What follows belongs to an exercise in optimizing a design on an open flow for small area and a short achievable clock period; a production flow would make more cautious choices. In this exercise RTL edits were held to simulation tests only and were not proved equivalent to the original.

## flow/design.v (module list and top-level ports; edited modules follow where they fit)
// module STACK_BASED_ALU: 1866 lines
module STACK_BASED_ALU #(parameter n = 32) (input signed [n-1:0] input_data,input clk,input rst,input [2:0] opcode,output reg signed [n-1:0] output_data,output reg overflow,output reg [4:0] sp);
  // ...
==> flow/flow/run.sh <==
#!/bin/bash
# Layout flow: the standard synthesis and layout (standard.sh), with
# - the ORFS timing repair asked to keep a larger setup margin, so that it
#   works on the design's critical paths, and
# - the port buffers made with sky130_fd_sc_hd__buf_4 cells (every input
#   and output port is still buffered).
# The clock period and constraints are the design's, unchanged.
set -euo pipefail
cd "$(dirname "$0")/.."
bash standard.sh synth > synth.log 2>&1
bash standard.sh SETUP_SLACK_MARGIN=9 "BUFFER_PORTS_ARGS=-buffer_cell sky130_fd_sc_hd__buf_4" finish > layout.log 2>&1
==> flow/standard.sh <==
#!/bin/bash
# synth_recipe.tcl (not shown) runs the flow's synth.tcl, then flattens the netlist and writes it again
# the make line also repeats each setting of config.mk as NAME=value (left out here)
make -C /OpenROAD-flow-scripts/flow DESIGN_CONFIG=/design/flow/config.mk WORK_HOME=/design/flow/orfs CLKGATE_MAP_FILE= SYNTH_SCRIPT=/design/flow/synth_recipe.tcl "${@:-finish}"
==> flow/config.mk <==
export PLATFORM = sky130hd
export DESIGN_NAME = STACK_BASED_ALU
export DESIGN_NICKNAME = STACK_BASED_ALU
export VERILOG_FILES = /design/flow/design.v
export SDC_FILE = /design/flow/constraint.sdc
export NUM_CORES = 4
export LEC_CHECK = 0
export CAP_MARGIN = 20
export CORE_MARGIN = 2
export CORE_UTILIZATION = 40
export SLEW_MARGIN = 20
==> flow/constraint.sdc <==
create_clock -name core_clock -period 14.0 [get_ports {clk}]
set_input_delay 2.8000 -clock core_clock [delete_from_list [all_inputs] [get_ports {clk}]]
set_output_delay 2.8000 -clock core_clock [all_outputs]
set_load 0.01 [all_outputs]
==> impl_metrics.json, run 1 <==
{
  "status": "finished clean",
  "muxShareOfSynthArea_pct": 1.03,
  "fin_nets": 7892,
  "first_iter_violations": 7661,
  "n_tap_cell": 2160,
  "die_y_um": 405,
  "regArea_mm2": 0.0228,
  "top_register": "st",
  "clock_skew_ps": 27.5,
  "cts_sinks": 1106,
  "hold_viol_final": 0,
  "path_depth": 16,
  "worstRegToRegCells": 16,
  "min_path_cells": 2,
  "cp_common_cell": "fa_1",
  "r2r_slack_ps": 8410,
  "start_kind": "register",
  "grt_overflow": 0,
  "use_met2_pct": 42.1,
  "max_freq_ghz": 0.179,
  "clockBufferDepth": 3,
  "rows": 147,
  "largest_class": "multi-input combinational cells",
  "synth_most_common_cell": "nand2_1",
  "layout_commonest_cell": "nand2_1",
  "portBuffers": 74,
  "n_fill_cell": 15072,
  "layout.nonclk_buf_share_pct": 6.55,
  "seq_cell_count": 1106,
  "htreeDepth": 3,
  "globalRouteMet1Util_pct": 40.3
}
==> run 2, diff against run 1 <==
--- a/flow/design.v
+++ b/flow/design.v
@@ -36,17 +36,111 @@
             n_s1[g] = b3 ? (b2 & (b1 ^ b0)) : (~b2 & (b1 ^ b0));
             n_s2[g] = (~b2 & b1 & b0) | (b2 & ~b1 & ~b0);
             n_s3[g] = b3 ? (~b2 & (b1 ^ b0)) : (b2 & (b1 ^ b0));
             n_s4[g] = b3 ? (~b2 & ~b1 & ~b0) : (b2 & b1 & b0);
             n_neg[g] = b3;
         end
     end
     wire [31:0] T_next = ({32{op_hold}} & st[0]) | ({32{op_push}} & input_data) | ({32{op_pop}} & st[1]);
-    wire [33:0] T3_next = {{2{T_next[31]}}, T_next} + {T_next[31], T_next, 1'b0};
+    wire [33:0] T3_next_g = {{2{T_next[31]}}, T_next} & {T_next[31], T_next, 1'b0};
+    wire [33:0] T3_next_p = {{2{T_next[31]}}, T_next} ^ {T_next[31], T_next, 1'b0};
+    wire T3_next_G1 = T3_next_g[1] | (T3_next_p[1] & T3_next_g[0]);
+    wire T3_next_P1 = T3_next_p[1] & T3_next_p[0];
+    wire T3_next_G2 = T3_next_g[3] | (T3_next_p[3] & T3_next_g[2]);
+    wire T3_next_P2 = T3_next_p[3] & T3_next_p[2];
+    wire T3_next_G3 = T3_next_g[5] | (T3_next_p[5] & T3_next_g[4]);
+    wire T3_next_P3 = T3_next_p[5] & T3_next_p[4];
+    wire T3_next_G4 = T3_next_g[7] | (T3_next_p[7] & T3_next_g[6]);
+    wire T3_next_P4 = T3_next_p[7] & T3_next_p[6];
+    wire T3_next_G5 = T3_next_g[9] | (T3_next_p[9] & T3_next_g[8]);
+    wire T3_next_P5 = T3_next_p[9] & T3_next_p[8];
+    wire T3_next_G6 = T3_next_g[11] | (T3_next_p[11] & T3_next_g[10]);
+    wire T3_next_P6 = T3_next_p[11] & T3_next_p[10];
+    wire T3_next_G7 = T3_next_g[13] | (T3_next_p[13] & T3_next_g[12]);
+    wire T3_next_P7 = T3_next_p[13] & T3_next_p[12];
+    wire T3_next_G8 = T3_next_g[15] | (T3_next_p[15] & T3_next_g[14]);
+    wire T3_next_P8 = T3_next_p[15] & T3_next_p[14];
+    wire T3_next_G9 = T3_next_g[17] | (T3_next_p[17] & T3_next_g[16]);
+    wire T3_next_P9 = T3_next_p[17] & T3_next_p[16];
+    wire T3_next_G10 = T3_next_g[19] | (T3_next_p[19] & T3_next_g[18]);
+    wire T3_next_P10 = T3_next_p[19] & T3_next_p[18];
+    wire T3_next_G11 = T3_next_g[21] | (T3_next_p[21] & T3_next_g[20]);
+    wire T3_next_P11 = T3_next_p[21] & T3_next_p[20];
+    wire T3_next_G12 = T3_next_g[23] | (T3_next_p[23] & T3_next_g[22]);
+    wire T3_next_P12 = T3_next_p[23] & T3_next_p[22];
+    wire T3_next_G13 = T3_next_g[25] | (T3_next_p[25] & T3_next_g[24]);
+    wire T3_next_P13 = T3_next_p[25] & T3_next_p[24];
+    wire T3_next_G14 = T3_next_g[27] | (T3_next_p[27] & T3_next_g[26]);
+    wire T3_next_P14 = T3_next_p[27] & T3_next_p[26];
+    wire T3_next_G15 = T3_next_g[29] | (T3_next_p[29] & T3_next_g[28]);
+    wire T3_next_P15 = T3_next_p[29] & T3_next_p[28];
+    wire T3_next_G16 = T3_next_g[31] | (T3_next_p[31] & T3_next_g[30]);
+    wire T3_next_P16 = T3_next_p[31] & T3_next_p[30];
+    wire T3_next_G17 = T3_next_g[33] | (T3_next_p[33] & T3_next_g[32]);
+    wire T3_next_P17 = T3_next_p[33] & T3_next_p[32];
+    wire T3_next_G18 = T3_next_G2 | (T3_next_P2 & T3_next_G1);
+    wire T3_next_P18 = T3_next_P2 & T3_next_P1;
+    wire T3_next_G19 = T3_next_G4 | (T3_next_P4 & T3_next_G3);
+    wire T3_next_P19 = T3_next_P4 & T3_next_P3;
+    wire T3_next_G20 = T3_next_G6 | (T3_next_P6 & T3_next_G5);
+    wire T3_next_P20 = T3_next_P6 & T3_next_P5;
+    wire T3_next_G21 = T3_next_G8 | (T3_next_P8 & T3_next_G7);
+    wire T3_next_P21 = T3_next_P8 & T3_next_P7;
+    wire T3_next_G22 = T3_next_G10 | (T3_next_P10 & T3_next_G9);
+    wire T3_next_P22 = T3_next_P10 & T3_next_P9;
+    wire T3_next_G23 = T3_next_G12 | (T3_next_P12 & T3_next_G11);
+    wire T3_next_P23 = T3_next_P12 & T3_next_P11;
+    wire T3_next_G24 = T3_next_G14 | (T3_next_P14 & T3_next_G13);
+    wire T3_next_P24 = T3_next_P14 & T3_next_P13;
+    wire T3_next_G25 = T3_next_G16 | (T3_next_P16 & T3_next_G15);
+    wire T3_next_P25 = T3_next_P16 & T3_next_P15;
+    wire T3_next_G26 = T3_next_G19 | (T3_next_P19 & T3_next_G18);
+    wire T3_next_P26 = T3_next_P19 & T3_next_P18;
+    wire T3_next_G27 = T3_next_G21 | (T3_next_P21 & T3_next_G20);
+    wire T3_next_P27 = T3_next_P21 & T3_next_P20;
+    wire T3_next_G28 = T3_next_G23 | (T3_next_P23 & T3_next_G22);
+    wire T3_next_P28 = T3_next_P23 & T3_next_P22;
+    wire T3_next_G29 = T3_next_G25 | (T3_next_P25 & T3_next_G24);
+    wire T3_next_P29 = T3_next_P25 & T3_next_P24;
+    wire T3_next_G30 = T3_next_G27 | (T3_next_P27 & T3_next_G26);
+    wire T3_next_P30 = T3_next_P27 & T3_next_P26;
+    wire T3_next_G31 = T3_next_G29 | (T3_next_P29 & T3_next_G28);
+    wire T3_next_P31 = T3_next_P29 & T3_next_P28;
+    wire T3_next_G32 = T3_next_G31 | (T3_next_P31 & T3_next_G30);
+    wire T3_next_P32 = T3_next_P31 & T3_next_P30;
+    wire T3_next_G33 = T3_next_G28 | (T3_next_P28 & T3_next_G30);
+    wire T3_next_G34 = T3_next_G20 | (T3_next_P20 & T3_next_G26);
+    wire T3_next_G35 = T3_next_G22 | (T3_next_P22 & T3_next_G30);
+    wire T3_next_G36 = T3_next_G24 | (T3_next_P24 & T3_next_G33);
+    wire T3_next_G37 = T3_next_G3 | (T3_next_P3 & T3_next_G18);
+    wire T3_next_G38 = T3_next_G5 | (T3_next_P5 & T3_next_G26);
+    wire T3_next_G39 = T3_next_G7 | (T3_next_P7 & T3_next_G34);
+    wire T3_next_G40 = T3_next_G9 | (T3_next_P9 & T3_next_G30);
+    wire T3_next_G41 = T3_next_G11 | (T3_next_P11 & T3_next_G35);
+    wire T3_next_G42 = T3_next_G13 | (T3_next_P13 & T3_next_G33);
+    wire T3_next_G43 = T3_next_G15 | (T3_next_P15 & T3_next_G36);
+    wire T3_next_G44 = T3_next_G17 | (T3_next_P17 & T3_next_G32);
+    wire T3_next_G45 = T3_next_g[2] | (T3_next_p[2] & T3_next_G1);
+    wire T3_next_G46 = T3_next_g[4] | (T3_next_p[4] & T3_next_G18);
+    wire T3_next_G47 = T3_next_g[6] | (T3_next_p[6] & T3_next_G37);
+    wire T3_next_G48 = T3_next_g[8] | (T3_next_p[8] & T3_next_G26);
+    wire T3_next_G49 = T3_next_g[10] | (T3_next_p[10] & T3_next_G38);
+    wire T3_next_G50 = T3_next_g[12] | (T3_next_p[12] & T3_next_G34);
+    wire T3_next_G51 = T3_next_g[14] | (T3_next_p[14] & T3_next_G39);
+    wire T3_next_G52 = T3_next_g[16] | (T3_next_p[16] & T3_next_G30);
+    wire T3_next_G53 = T3_next_g[18] | (T3_next_p[18] & T3_next_G40);
+    wire T3_next_G54 = T3_next_g[20] | (T3_next_p[20] & T3_next_G35);
+    wire T3_next_G55 = T3_next_g[22] | (T3_next_p[22] & T3_next_G41);
+    wire T3_next_G56 = T3_next_g[24] | (T3_next_p[24] & T3_next_G33);
+    wire T3_next_G57 = T3_next_g[26] | (T3_next_p[26] & T3_next_G42);
+    wire T3_next_G58 = T3_next_g[28] | (T3_next_p[28] & T3_next_G36);
+    wire T3_next_G59 = T3_next_g[30] | (T3_next_p[30] & T3_next_G43);
+    wire T3_next_G60 = T3_next_g[32] | (T3_next_p[32] & T3_next_G32);
+    wire [33:0] T3_next = T3_next_p ^ {T3_next_G60, T3_next_G32, T3_next_G59, T3_next_G43, T3_next_G58, T3_next_G36, T3_next_G57, T3_next_G42, T3_next_G56, T3_next_G33, T3_next_G55, T3_next_G41, T3_next_G54, T3_next_G35, T3_next_G53, T3_next_G40, T3_next_G52, T3_next_G30, T3_next_G51, T3_next_G39, T3_next_G50, T3_next_G34, T3_next_G49, T3_next_G38, T3_next_G48, T3_next_G26, T3_next_G47, T3_next_G37, T3_next_G46, T3_next_G18, T3_next_G45, T3_next_G1, T3_next_g[0], 1'b0};
     always @(posedge clk) begin
         b_s1 <= n_s1;
         b_s2 <= n_s2;
         b_s3 <= n_s3;
         b_s4 <= n_s4;
         b_neg <= n_neg;
         t3 <= T3_next;
     end
@@ -1835,17 +1929,107 @@
     wire [32:0] qlo = {1'b0, mA[31:0]} + {1'b0, mB[31:0]};
     wire [31:0] prod = {~qlo[31], qlo[30:0]};
     wire cy32 = qlo[32];
     wire [31:0] hA = mA[63:32], hB = mB[63:32];
     wire [31:0] hx = hA ^ hB;
     wire [31:0] ho = hA | hB;
     wire z_rest = &(hx[31:1] ~^ ho[30:0]);
     wire mul_ov = ~z_rest | (cy32 ^ hx[0]);
-    wire [31:0] sum = T + U;
+    wire [31:0] sum_g = T & U;
+    wire [31:0] sum_p = T ^ U;
+    wire sum_G1 = sum_g[1] | (sum_p[1] & sum_g[0]);
+    wire sum_P1 = sum_p[1] & sum_p[0];
+    wire sum_G2 = sum_g[3] | (sum_p[3] & sum_g[2]);
+    wire sum_P2 = sum_p[3] & sum_p[2];
+    wire sum_G3 = sum_g[5] | (sum_p[5] & sum_g[4]);
+    wire sum_P3 = sum_p[5] & sum_p[4];
+    wire sum_G4 = sum_g[7] | (sum_p[7] & sum_g[6]);
+    wire sum_P4 = sum_p[7] & sum_p[6];
+    wire sum_G5 = sum_g[9] | (sum_p[9] & sum_g[8]);
+    wire sum_P5 = sum_p[9] & sum_p[8];
+    wire sum_G6 = sum_g[11] | (sum_p[11] & sum_g[10]);
+    wire sum_P6 = sum_p[11] & sum_p[10];
+    wire sum_G7 = sum_g[13] | (sum_p[13] & sum_g[12]);
+    wire sum_P7 = sum_p[13] & sum_p[12];
+    wire sum_G8 = sum_g[15] | (sum_p[15] & sum_g[14]);
+    wire sum_P8 = sum_p[15] & sum_p[14];
+    wire sum_G9 = sum_g[17] | (sum_p[17] & sum_g[16]);
+    wire sum_P9 = sum_p[17] & sum_p[16];
+    wire sum_G10 = sum_g[19] | (sum_p[19] & sum_g[18]);
+    wire sum_P10 = sum_p[19] & sum_p[18];
+    wire sum_G11 = sum_g[21] | (sum_p[21] & sum_g[20]);
+    wire sum_P11 = sum_p[21] & sum_p[20];
+    wire sum_G12 = sum_g[23] | (sum_p[23] & sum_g[22]);
+    wire sum_P12 = sum_p[23] & sum_p[22];
+    wire sum_G13 = sum_g[25] | (sum_p[25] & sum_g[24]);
+    wire sum_P13 = sum_p[25] & sum_p[24];
+    wire sum_G14 = sum_g[27] | (sum_p[27] & sum_g[26]);
+    wire sum_P14 = sum_p[27] & sum_p[26];
+    wire sum_G15 = sum_g[29] | (sum_p[29] & sum_g[28]);
+    wire sum_P15 = sum_p[29] & sum_p[28];
+    wire sum_G16 = sum_g[31] | (sum_p[31] & sum_g[30]);
+    wire sum_P16 = sum_p[31] & sum_p[30];
+    wire sum_G17 = sum_G2 | (sum_P2 & sum_G1);
+    wire sum_P17 = sum_P2 & sum_P1;
+    wire sum_G18 = sum_G4 | (sum_P4 & sum_G3);
+    wire sum_P18 = sum_P4 & sum_P3;
+    wire sum_G19 = sum_G6 | (sum_P6 & sum_G5);
+    wire sum_P19 = sum_P6 & sum_P5;
+    wire sum_G20 = sum_G8 | (sum_P8 & sum_G7);
+    wire sum_P20 = sum_P8 & sum_P7;
+    wire sum_G21 = sum_G10 | (sum_P10 & sum_G9);
+    wire sum_P21 = sum_P10 & sum_P9;
+    wire sum_G22 = sum_G12 | (sum_P12 & sum_G11);
+    wire sum_P22 = sum_P12 & sum_P11;
+    wire sum_G23 = sum_G14 | (sum_P14 & sum_G13);
+    wire sum_P23 = sum_P14 & sum_P13;
+    wire sum_G24 = sum_G16 | (sum_P16 & sum_G15);
+    wire sum_P24 = sum_P16 & sum_P15;
+    wire sum_G25 = sum_G18 | (sum_P18 & sum_G17);
+    wire sum_P25 = sum_P18 & sum_P17;
+    wire sum_G26 = sum_G20 | (sum_P20 & sum_G19);
+    wire sum_P26 = sum_P20 & sum_P19;
+    wire sum_G27 = sum_G22 | (sum_P22 & sum_G21);
+    wire sum_P27 = sum_P22 & sum_P21;
+    wire sum_G28 = sum_G24 | (sum_P24 & sum_G23);
+    wire sum_P28 = sum_P24 & sum_P23;
+    wire sum_G29 = sum_G26 | (sum_P26 & sum_G25);
+    wire sum_P29 = sum_P26 & sum_P25;
+    wire sum_G30 = sum_G28 | (sum_P28 & sum_G27);
+    wire sum_P30 = sum_P28 & sum_P27;
+    wire sum_G31 = sum_G30 | (sum_P30 & sum_G29);
+    wire sum_P31 = sum_P30 & sum_P29;
+    wire sum_G32 = sum_G27 | (sum_P27 & sum_G29);
+    wire sum_G33 = sum_G19 | (sum_P19 & sum_G25);
+    wire sum_G34 = sum_G21 | (sum_P21 & sum_G29);
+    wire sum_G35 = sum_G23 | (sum_P23 & sum_G32);
+    wire sum_G36 = sum_G3 | (sum_P3 & sum_G17);
+    wire sum_G37 = sum_G5 | (sum_P5 & sum_G25);
+    wire sum_G38 = sum_G7 | (sum_P7 & sum_G33);
+    wire sum_G39 = sum_G9 | (sum_P9 & sum_G29);
+    wire sum_G40 = sum_G11 | (sum_P11 & sum_G34);
+    wire sum_G41 = sum_G13 | (sum_P13 & sum_G32);
+    wire sum_G42 = sum_G15 | (sum_P15 & sum_G35);
+    wire sum_G43 = sum_g[2] | (sum_p[2] & sum_G1);
+    wire sum_G44 = sum_g[4] | (sum_p[4] & sum_G17);
+    wire sum_G45 = sum_g[6] | (sum_p[6] & sum_G36);
+    wire sum_G46 = sum_g[8] | (sum_p[8] & sum_G25);
+    wire sum_G47 = sum_g[10] | (sum_p[10] & sum_G37);
+    wire sum_G48 = sum_g[12] | (sum_p[12] & sum_G33);
+    wire sum_G49 = sum_g[14] | (sum_p[14] & sum_G38);
+    wire sum_G50 = sum_g[16] | (sum_p[16] & sum_G29);
+    wire sum_G51 = sum_g[18] | (sum_p[18] & sum_G39);
+    wire sum_G52 = sum_g[20] | (sum_p[20] & sum_G34);
+    wire sum_G53 = sum_g[22] | (sum_p[22] & sum_G40);
+    wire sum_G54 = sum_g[24] | (sum_p[24] & sum_G32);
+    wire sum_G55 = sum_g[26] | (sum_p[26] & sum_G41);
+    wire sum_G56 = sum_g[28] | (sum_p[28] & sum_G35);
+    wire sum_G57 = sum_g[30] | (sum_p[30] & sum_G42);
+    wire [31:0] sum = sum_p ^ {sum_G57, sum_G42, sum_G56, sum_G35, sum_G55, sum_G41, sum_G54, sum_G32, sum_G53, sum_G40, sum_G52, sum_G34, sum_G51, sum_G39, sum_G50, sum_G29, sum_G49, sum_G38, sum_G48, sum_G33, sum_G47, sum_G37, sum_G46, sum_G25, sum_G45, sum_G36, sum_G44, sum_G17, sum_G43, sum_G1, sum_g[0], 1'b0};
     wire add_ov = (T[31] == U[31]) && (sum[31] != T[31]);
     always @(posedge clk or posedge rst) begin
         if (rst) begin
             sp <= 5'd0;
             output_data <= 32'd0;
             overflow <= 1'b0;
         end else begin
             if (op_push)
==> run 2 against run 1 <==
Net effect:
- clock skew is 1.9 ps higher
- critical path depth decreased by 2
- final area fell by 0.77%
- synthesized area down 0.37%
- sequential share of layout area rose by 0.21 points
- core utilization is 0.066 points higher
- maximum frequency increased by 1.4%
- non-clock buffer count down 24
- worst hold slack improved by 1.2 ps
- largest cell class unchanged
==> impl_metrics.json, run 2 <==
{
  "grt_overflow": 0,
  "clockBufferDepth": 3,
  "synth_top_flop_cell": "dfxtp_1",
  "slew_headroom_pct": 23.3,
  "grt_pass1_vias": 54566,
  "clk_pin_slew_ps": 60,
  "muxShareOfSynthArea_pct": 1.14,
  "synth_area_leaders": "dfxtp_1 32%, nand2_1 12%, a22oi_1 11%",
  "drv_cap": 0,
  "cts_hold_buffers": 0,
  "io_pins": 75,
  "route.detailed.drc": 0,
  "r2r-start": "t3[6]",
  "firstDrtPassIters": 9,
  "die_area_mm2": 0.163,
  "dp.cells": 9084,
  "synth_top_area_cell": "dfxtp_1",
  "syn-cell-area_mm2": 0.0641,
  "die_y_um": 404,
  "r2r-end": "overflow",
  "endpoint_kind": "register",
  "initial_utilization_pct": 40.4,
  "max_freq_ghz": 0.181,
  "totalWireLength_mm": 237,
  "layout_min_cycle_time_ps": 5520,
  "final_cells": 9433,
  "synthSimpleGateAreaFrac_pct": 13.7,
  "cts_buffers": 110,
  "layout_commonest_cell": "nand2_1",
  "cts_sinks": 1106,
  "crit_family": "adder cells",
  "netlist-cell-type-count": 69,
  "reg_top3": "st (958), t3 (33), output_data (32)",
  "portBuffers": 74,
  "cts_tree": "yes",
  "postSynthAreaPerCell_um2": 8.63,
  "synth_compound_area_share_pct": 23.9,
  "n_fill_cell": 14660,
  "finalSetupViolations": 0,
  "via_per_inst": 6.14,
  "largest_reg_flops": 958,
  "clock_skew_ps": 29.3,
  "r2r_slack_ps": 8480,
  "layout-drive-gt1-share_pct": 14.0,
  "yosys.area_share.adder_pct": 13.3,
  "ys_warn_count": 2,
  "layout_common_cells": "1961 x nand2_1, 981 x dfxtp_1, 922 x a22oi_1",
  "synth_edf_count": 32,
  "wl_per_cell_um": 25.1,
  "crit_type": "register to register",
  "seq_area_frac_synth_pct": 35.4,
  "top_register": "st",
  "first_iter_violations": 7543,
  "crit_fanout": 11,
  "worstRegToRegCells": 14,
  "rsz0062_at_grt": "true",
  "gp_congestion": 0.932,
  "num_vias": 57963,
  "tightestPinTransition_ps": 1150,
  "core_mm2": 0.159,
  "netlist_top_cells_count": "1965 x nand2_1, 1036 x dfxtp_1, 922 x a22oi_1",
  "clock_latency_ps": 730,
  "hold_start": "st[25][23]",
  "syn_inst": 7427,
  "dp_hpwl_mm": 147,
  "hold_viol_final": 0,
  "min_to": "st[25][23]",
  "grt_max_degree": 49,
  "ys_async_sr_fraction_pct": 3.44,
  "antenna_left": 0,
  "synth_top_family_by_area": "compound AO/OA/AOI/OAI gates",
  "drv_slew": 0,
  "areaGrowthSynthToFinish_pct": 17.2,
  "grt_use_total_pct": 27.9,
  "antenna_found_initial": 10,
  "hold_class": "register to register",
  "synth_top_area_share_pct": 32.4,
  "slowest_delay_ps": 840,
  "period_share_pct": 39.4,
  "cp_slowest_cell": "dfxtp_1",
  "start_kind": "register",
  "critical_path_required_ps": 14560,
  "die_w_um": 404,
  "cts_root_buf": "clkbuf_16",
  "cp_cell_sequence": "a221oi_1 > xnor2_1 > fa_1 > fa_1 > inv_1 > fa_2 > fa_1 > ha_4 > xor2_4 > nand4_1 > nor4_4 > a31oi_4 > a21oi_1 > o21ai_1",
  "min_path_cells": 2,
  "synth-xor-area-share_pct": 6.49,
  "setup_tns_ps": 0,
  "critPathBufInv": 1,
  "rows": 146,
  "grt_pass1_wl_mm": 353,
  "worstPathArrival_ps": 6080,
  "htreeDepth": 3,
  "status": "finished clean",
  "synth-seq-cells": 1106,
  "synth_most_common_cell": "nand2_1",
  "fin_nets": 7792,
  "cp_common_cell": "fa_1"
}
## run 2: cell count changes in the layout (fill, tap and decap cells not counted), moves of 13 or more
cell,previous run,this run
a21oi_1,96,83
o21ai_0,103,88
fa_2,23,40
xnor2_1,322,291
nand2_1,1987,1961
buf_4,284,265
## run 2: repair_timing
action | in CTS | in global routing
cloned | 28 | 5
setup buffers | 68 | 34
resized for setup | 444 | 149
pin swaps | 152 | 75
endpoints found under the setup margin | 890 | 201
## run 2: logic make-up (layout without fill, tap and decap cells)
| logic type | count (synthesis) | in the layout |
|---|---|---|
| AO/OA/AOI/OAI | 2001 | 2001 |
| XOR/XNOR | 475 | 475 |
| adder cells (fa/ha/maj) | 496 | 496 |
| buffers and inverters | 1024 | 945 |
| flip-flops | 1106 | 1106 |
| multiplexers | 73 | 73 |
| other | 1 | 11 |
| AND/OR/NAND/NOR | 2251 | 2254 |
## run 2: per-stage QoR
stage	setup slack, ps	util, %	cell area (um2)	hold slack, ps
after detailed placement	6790	42.1	66800	442
after CTS	8760	46.6	74000	459
after global placement	6770	42.0	66700	445
final	8480	47.3	75100	460
after floorplan	7970	-	64700	431
after global routing	8370	47.3	75100	469
## run 2: layer usage
| metal | up-vias | share of wire, % | GRT usage [%] |
|---|---|---|---|
| met5 | - | 0.075 | 0 |
| met4 | 6 | 4.8 | 10.9 |
| met1 | 27981 | 42 | 38.9 |
| met3 | 833 | 13 | 10.5 |
| met2 | 3322 | 40 | 38.6 |
| li1 | 25821 | - | - |
## run 2: worst register-to-register path, cell delays in order (launching register included)
cell      delay (ps)
dfxtp_1          840
a221oi_1         240
xnor2_1          740
fa_1             560
fa_1             520
inv_1             60
fa_2             530
fa_1             450
ha_4             330
xor2_4           220
nand4_1          210
nor4_4           230
a31oi_4          200
a21oi_1          160
o21ai_1           70
## run 2: worst max path at each step
stage / from / to / slack [ps] / cells past startpoint
after global placement: opcode[0] / t3[27] / 6770 / 16
after global routing: t3[6] / overflow / 8370 / 14
final: t3[6] / overflow / 8480 / 14
after floorplan: opcode[0] / t3[27] / 7970 / 18
after detailed placement: opcode[0] / t3[27] / 6790 / 16
after CTS: st[0][20] / overflow / 8760 / 16
## run 2: cell type report
type                            count  area [um2]  area share, %
Clock inverter                     35         518          0.690
Tap cell                         2072        2590           3.45
Timing Repair Buffer              397        4510           6.01
Multi-Input combinational cell   5301       40000           53.3
Sequential cell                  1106       22800           30.4
Antenna cell                        9        22.5         0.0300
Inverter                          343        1290           1.72
Clock buffer                      170        3330           4.44

-- static timing again, ports no longer ideal --
No port has a modelled driver above. Below, the same layouts with a new extraction and two added sets of constraints. Step 1 sets driving cells, clkbuf_16 on the clock port and buf_2 on the other inputs (assumed; they add their load-dependent delay and slew). Step 2 also shifts input and output timing later by t, the mid clock arrival at the registers, as if the neighbouring blocks saw the same clock. Three values: ideal ports, drivers, drivers and shift; two values: the first two.
run | shift t [ns] | setup WS [ns] | hold WS [ns] | pins driven straight from the clock port
run 1 | 0.807 | 8.408 / 8.408 / 7.730 | 0.459 / 0.459 / 0.459 | 1
run 2 | 0.792 | 8.483 / 8.483 / 7.892 | 0.460 / 0.460 / 0.460 | 1
After both steps setup and hold are still met in every run listed. For run 1, which loses most, drivers alone change the setup slack by 0.000 ns; drivers and shift together by -0.678 ns.
